Context: an optimization exercise on an open-source flow, tuned for small area, a short achievable clock period and few clock cycles per item. The choices shown serve that exercise and are no tape-out recipe. RTL that was checked went through simulation tests only; none was proved equivalent to the original. Power figures rest on the tool's default switching activity, not on a simulated workload.

## simple_cpu_top
module simple_cpu_top #(
    parameter BIT_WIDTH = 16,
    parameter PROGRAM_FILE = "program.mem"
)(
    input wire clk,
    input wire rst_n,
    input wire start,
    input wire [BIT_WIDTH-1:0] operand_a,
    input wire [BIT_WIDTH-1:0] operand_b,
    output wire [BIT_WIDTH-1:0] result,
    output wire done
);
Settings: LEC_CHECK=0, CAP_MARGIN=20, CORE_MARGIN=2, CORE_UTILIZATION=40, GPL_TIMING_DRIVEN=0, SLEW_MARGIN=20, SYNTH_HIERARCHICAL=1, SYNTH_MINIMUM_KEEP_SIZE=0; clock period 5.0 ns.
standard.sh (not shown) runs the stock make flow with config.mk's settings and CLKGATE_MAP_FILE= SYNTH_SCRIPT=/design/flow/synth_recipe.tcl, a recipe that flattens the netlist after the stock synthesis.
==> flow/flow/run.sh <==
#!/bin/bash
# The standard layout with: port buffers made from buf_2 cells (ORFS's
# default picks a delay buffer, clkdlybuf4s50_1), then reduced to buf_1 for
# the output ports (flow/outbuf.tcl); and the buffers that synthesis (ABC)
# inserted removed at floorplan, leaving buffering to the resizer, which sees
# the placement.
set -euo pipefail
bash standard.sh "BUFFER_PORTS_ARGS=-buffer_cell sky130_fd_sc_hd__buf_2" "POST_GLOBAL_PLACE_TCL=$(pwd)/flow/outbuf.tcl" REMOVE_ABC_BUFFERS=1 finish > standard_run.log 2>&1
==> flow/flow/outbuf.tcl <==
# After global placement: the output-port buffers drive only the port's fixed
# load, so use the smallest buffer for them (the resizer upsizes any that
# need it).
foreach inst [get_cells output*] {
  replace_cell $inst sky130_fd_sc_hd__buf_1
}
The starting point produced a clean layout.
Next try:
==> flow/flow/run.sh (replaced) <==
#!/bin/bash
# The standard layout with: port buffers made from buf_2 cells (ORFS's
# default picks a delay buffer, clkdlybuf4s50_1), then changed to buf_1 for
# the output ports and buf_4 for input ports with many loads
# (flow/outbuf.tcl); and the buffers that synthesis (ABC) inserted removed at
# floorplan, leaving buffering to the resizer, which sees the placement.
set -euo pipefail
bash standard.sh "BUFFER_PORTS_ARGS=-buffer_cell sky130_fd_sc_hd__buf_2" "POST_GLOBAL_PLACE_TCL=$(pwd)/flow/outbuf.tcl" REMOVE_ABC_BUFFERS=1 finish > standard_run.log 2>&1
--- a/flow/flow/outbuf.tcl
+++ b/flow/flow/outbuf.tcl
@@ -2,3 +2,3 @@
 # load, so use the smallest buffer for them (the resizer upsizes any that
-# need it).
+# need it); input-port buffers that drive many gates get a stronger buffer.
 foreach inst [get_cells output*] {
@@ -6 +6,9 @@
 }
+foreach inst [get_cells input*] {
+  set pin [get_pins -of_objects $inst -filter "direction == output"]
+  set net [get_nets -of_objects $pin]
+  set nload [llength [get_pins -of_objects $net -filter "direction == input"]]
+  if {$nload > 8} {
+    replace_cell $inst sky130_fd_sc_hd__buf_4
+  }
+}
The changed run passed the timing, design-rule and antenna checks.
Worst hold slack barely changes.
Sequential power stays flat.
Count of clock-buffer cells in the layout is unchanged.
Function was not checked in any run of this note: the RTL went through the layout flow alone.

simple_cpu_top, a different RTL version from the one above (not shown whole).
Size: ~340 cells after synthesis, ~17 flip-flops, ~52 I/O pins.
==> flow/config.mk <==
export PLATFORM = sky130hd
export DESIGN_NAME = simple_cpu_top
export DESIGN_NICKNAME = simple_cpu_top
export VERILOG_FILES = /design/flow/design.v
export SDC_FILE = /design/flow/constraint.sdc
export NUM_CORES = 4
export LEC_CHECK = 0
export CAP_MARGIN = 20
export CORE_MARGIN = 2
export CORE_UTILIZATION = 40
export GPL_TIMING_DRIVEN = 0
export SLEW_MARGIN = 20
export SYNTH_HIERARCHICAL = 1
export SYNTH_MINIMUM_KEEP_SIZE = 0
==> flow/constraint.sdc <==
create_clock -name core_clock -period 5.0 [get_ports {clk}]
set_input_delay 1.0000 -clock core_clock [delete_from_list [all_inputs] [get_ports {clk}]]
set_output_delay 1.0000 -clock core_clock [all_outputs]
set_load 0.01 [all_outputs]
==> flow/flow/run.sh <==
#!/bin/bash
# The standard layout with: port buffers made from buf_2 cells (ORFS's
# default picks a delay buffer, clkdlybuf4s50_1), and the buffers that
# synthesis (ABC) inserted removed at floorplan, leaving buffering to the
# resizer, which sees the placement.
set -euo pipefail
bash standard.sh "BUFFER_PORTS_ARGS=-buffer_cell sky130_fd_sc_hd__buf_2" REMOVE_ABC_BUFFERS=1 finish > standard_run.log 2>&1
Testbench counts at the start, summed over its fixed seeds: cycles 384, items 384.
==> next run, changes <==
==> flow/flow/run.sh (replaced) <==
#!/bin/bash
# The standard layout with: port buffers made from buf_2 cells (ORFS's
# default picks a delay buffer, clkdlybuf4s50_1); the buffers that synthesis
# (ABC) inserted removed at floorplan, leaving buffering to the resizer, which
# sees the placement; and ORFS's power recovery after global routing, which
# downsizes gates off the critical paths.
set -euo pipefail
bash standard.sh "BUFFER_PORTS_ARGS=-buffer_cell sky130_fd_sc_hd__buf_2" REMOVE_ABC_BUFFERS=1 RECOVER_POWER=100 finish > standard_run.log 2>&1
- CORE_UTILIZATION: 40 -> 50
What happened:
- via count went down by 1.1%
- non-clock buffer count stays the same
- power is about the same
- maximum frequency rose by 0.46%
- worst setup slack improved by 0.022 ns

==> separate check: timing with driven ports <==
The results above use ideal ports. As a check the final layouts listed here were re-extracted and re-timed, cells and wires unchanged. Step 1 assumes that a clkbuf_16 drives the clock port and a buf_2 every other input. Step 2, shift: input delay + t, output delay - t, t = (earliest + latest rising clock arrival at the registers) / 2. This alone moves slack from input paths to output paths. a / b / c = no drivers / after step 1 / after step 2; a / b = the first two.
run	shift t [ns]	slack for setup (ns)	latest minus earliest clock arrival (ns)	worst register clock-pin slew, ns	cell pins on the clock port's net
the first run of note 1	0.312	1.422 / 1.432 / 1.120	0.008 / 0.008	0.07 / 0.07	1
the second run of note 1	0.316	1.566 / 1.572 / 1.256	0.011 / 0.011	0.08 / 0.08	1
the first run of note 2	0.278	0.145 / 0.135 / -0.142	0.003 / 0.003	0.07 / 0.07	1
the second run of note 2	0.277	0.168 / 0.150 / -0.127	0.004 / 0.004	0.07 / 0.07	1
With both steps, setup timing fails in the first run of note 2 and the second run of note 2, where it was met with ideal ports. The setup slack of the second run of note 1, which loses most, moves by +0.006 ns with the drivers and by -0.310 ns with both steps.
